From an optimization exercise on the open Yosys and OpenROAD flow, aimed at small area; shortcuts taken in it are not production practice.

==> inputs of 10-26 <==
// rp_acq
module rp_acq (
    input clk,
    input rst_n,
    input [31:0] gpio_data,
    input [13:0] adc_dat_a_in,
    input ext_trig,
    output [7:0] led_o,
    output [31:0] BRAM_write_address,
    output [31:0] BRAM_write_data,
    output [3:0] BRAM_wren
);
clock: 8.0 ns
lec_check: 0
abc_area: 1
cap_margin: 0
core_margin: 2
core_utilization: 40
gpl_timing_driven: 0
slew_margin: 0
standard.sh (not shown) runs the stock make flow with config.mk's settings and CLKGATE_MAP_FILE= SYNTH_SCRIPT=/design/flow/synth_recipe.tcl, a recipe that flattens the netlist after the stock synthesis.
==> flow/flow/run.sh <==
#!/bin/bash
# Own layout flow: the standard synthesis, then the combinational logic
# between the standard synthesis's registers and adder cells is re-mapped for
# area with ABC (registers, full and half adders and tie cells are kept as
# they are), then the standard layout with a minimum-size buffer on every
# port.  Each tool writes its full output to a log file in this folder.
set -euo pipefail
W=$PWD
F=$W/flow
R=$W/orfs/results/${FLOW_PLATFORM}/rp_acq/base
YOSYS=${FLOW_HOME}/../tools/install/yosys/bin/yosys
[ -x "$YOSYS" ] || YOSYS=yosys
LIB=${FLOW_HOME}/platforms/${FLOW_PLATFORM}/lib/sky130_fd_sc_hd__tt_025C_1v80.lib

bash standard.sh synth > $W/log_1_standard_synth.log 2>&1
cp $R/1_2_yosys.v $W/standard_synth.v

python3 $F/reopt.py $W/standard_synth.v $W/reopt_in.v > $W/log_2_reopt_py.log 2>&1
$YOSYS -p "read_liberty -lib $LIB; read_verilog $W/reopt_in.v; hierarchy -top ${FLOW_TOP}; opt -purge; techmap; opt -fast; abc -liberty $LIB -dont_use *probe* -dont_use *lpflow* -script $F/reopt.abc; opt_clean -purge; setundef -zero; hilomap -singleton -hicell sky130_fd_sc_hd__conb_1 HI -locell sky130_fd_sc_hd__conb_1 LO; splitnets; opt_clean -purge; check; stat -liberty $LIB; write_verilog -noattr -nohex -nodec $W/reopt_out.v" > $W/log_3_reopt_yosys.log 2>&1
cp $W/reopt_out.v $R/1_2_yosys.v

CTS="-sink_clustering_enable -repair_clock_nets -dont_use_dummy_load -buf_list sky130_fd_sc_hd__clkbuf_8 -sink_clustering_size 24 -sink_clustering_max_diameter 50"
bash standard.sh BUFFER_PORTS_ARGS="-buffer_cell sky130_fd_sc_hd__buf_1" CTS_ARGS="$CTS" finish > $W/log_4_standard_layout.log 2>&1
Other scripts of this flow, unchanged in this note and not shown: flow/flow/libfunc.py, flow/flow/reopt.abc, flow/flow/reopt.py
==> inputs of 10-22, as changes to 10-26 <==
--- a/flow/design.v
+++ b/flow/design.v
@@ -47,31 +47,27 @@
     generate for (gi = 0; gi < 25; gi = gi + 1) begin : g_winc
         assign winc[gi] = widx[gi] ^ wc[gi];
         assign wc[gi + 1] = widx[gi] & wc[gi];
     end endgenerate
     wire last = (winc[23:0] == slat);
-    wire rdc = run & last;
     wire [24:0] rb;
-    wire [23:0] rnext;
-    assign rb[0] = rdc;
+    wire [23:0] rdec;
+    assign rb[0] = 1'b1;
     generate for (gi = 0; gi < 24; gi = gi + 1) begin : g_rdec
-        assign rnext[gi] = rcn[gi] ^ rb[gi];
+        assign rdec[gi] = rcn[gi] ^ rb[gi];
         assign rb[gi + 1] = rcn[gi] & rb[gi];
     end endgenerate
     wire pc_last = pc[2] & ~pc[1];
     always @(posedge clk) begin
-        if (st == 2'd0) rcn <= repsn;
-        else rcn <= rnext;
-    end
-    always @(posedge clk) begin
         last_trig <= ext_trig;
         if (!rst_n) begin
             st <= 2'd0;
             xr <= 14'd0;
         end else begin
             case (st)
                 2'd0: begin
+                    rcn <= repsn;
                     if (c_start) st <= 2'd1;
                 end
                 2'd1: begin
                     pc <= 3'd0;
                     if (&rcn) st <= 2'd0;
@@ -87,10 +83,11 @@
                 end
                 2'd3: begin
                     xr <= adc_dat_a_in;
                     if (last) begin
                         st <= 2'd1;
+                        rcn <= rdec;
                     end
                 end
             endcase
         end
     end
--- a/flow/flow/run.sh
+++ b/flow/flow/run.sh
@@ -17,7 +17,7 @@
 
 python3 $F/reopt.py $W/standard_synth.v $W/reopt_in.v > $W/log_2_reopt_py.log 2>&1
 $YOSYS -p "read_liberty -lib $LIB; read_verilog $W/reopt_in.v; hierarchy -top ${FLOW_TOP}; opt -purge; techmap; opt -fast; abc -liberty $LIB -dont_use *probe* -dont_use *lpflow* -script $F/reopt.abc; opt_clean -purge; setundef -zero; hilomap -singleton -hicell sky130_fd_sc_hd__conb_1 HI -locell sky130_fd_sc_hd__conb_1 LO; splitnets; opt_clean -purge; check; stat -liberty $LIB; write_verilog -noattr -nohex -nodec $W/reopt_out.v" > $W/log_3_reopt_yosys.log 2>&1
 cp $W/reopt_out.v $R/1_2_yosys.v
 
-CTS="-sink_clustering_enable -repair_clock_nets -dont_use_dummy_load -buf_list sky130_fd_sc_hd__clkbuf_8 -sink_clustering_size 24 -sink_clustering_max_diameter 50"
+CTS="-sink_clustering_enable -repair_clock_nets -dont_use_dummy_load -buf_list sky130_fd_sc_hd__clkbuf_8 -sink_clustering_size 20 -sink_clustering_max_diameter 40"
 bash standard.sh BUFFER_PORTS_ARGS="-buffer_cell sky130_fd_sc_hd__buf_1" CTS_ARGS="$CTS" finish > $W/log_4_standard_layout.log 2>&1
==> impl_metrics.json <==
{
  "r2r_setup_slack_ns": 0.43,
  "relSlewSlack_pct": 18.9,
  "gp_congestion": 0.895,
  "design_area_um2": 14000,
  "cp_num_cells": 23,
  "synthesis.area_um2": 12300,
  "hold_end": "ph1[5]",
  "skew_ns": 0.0531,
  "outcome": "complete, no violations",
  "tns_ns": 0
}
(the above is from 10-22)
==> impl_metrics.json <==
{
  "r2r_setup_slack_ns": -0.54,
  "gp_congestion": 0.857,
  "skew_ns": 0.0268,
  "relSlewSlack_pct": 17.4,
  "check.faults": "setup timing",
  "setup_viol_count_final": 5,
  "hold_end": "ph1[0]",
  "outcome": "finished with violations",
  "synthesis.area_um2": 12000,
  "design_area_um2": 14200,
  "fin_ws_ns": -0.544,
  "tns_ns": -1.80
}
(the above is from 10-26)
No functional check of the RTL was part of any run of this note.

afterwards: timing with drivers on the ports:
Ports are ideal in the flow. The routed layouts listed here were re-timed in OpenROAD. Step 1, drivers: a clkbuf_16 drives clk and a buf_2 each remaining input, both assumed. Step 2 moves the port delays by t, midway between the first and last clock arrival at a register: inputs arrive t later, outputs are due t later. That takes back most of the time a late clock gives input paths. Three values: ideal ports, drivers, drivers and shift; two values: the first two.
| run | t, ns | setup WS [ns] | worst setup path after step 2 | latest minus earliest clock arrival (ns) | pins driven straight from the clock port |
|---|---|---|---|---|---|
| 10-26 | 0.504 | -0.544 / -0.544 / -0.544 | register to register | 0.034 / 0.034 | 1 |
| 10-22 | 0.523 | 0.427 / 0.427 / 0.427 | register to register | 0.064 / 0.064 | 1 |
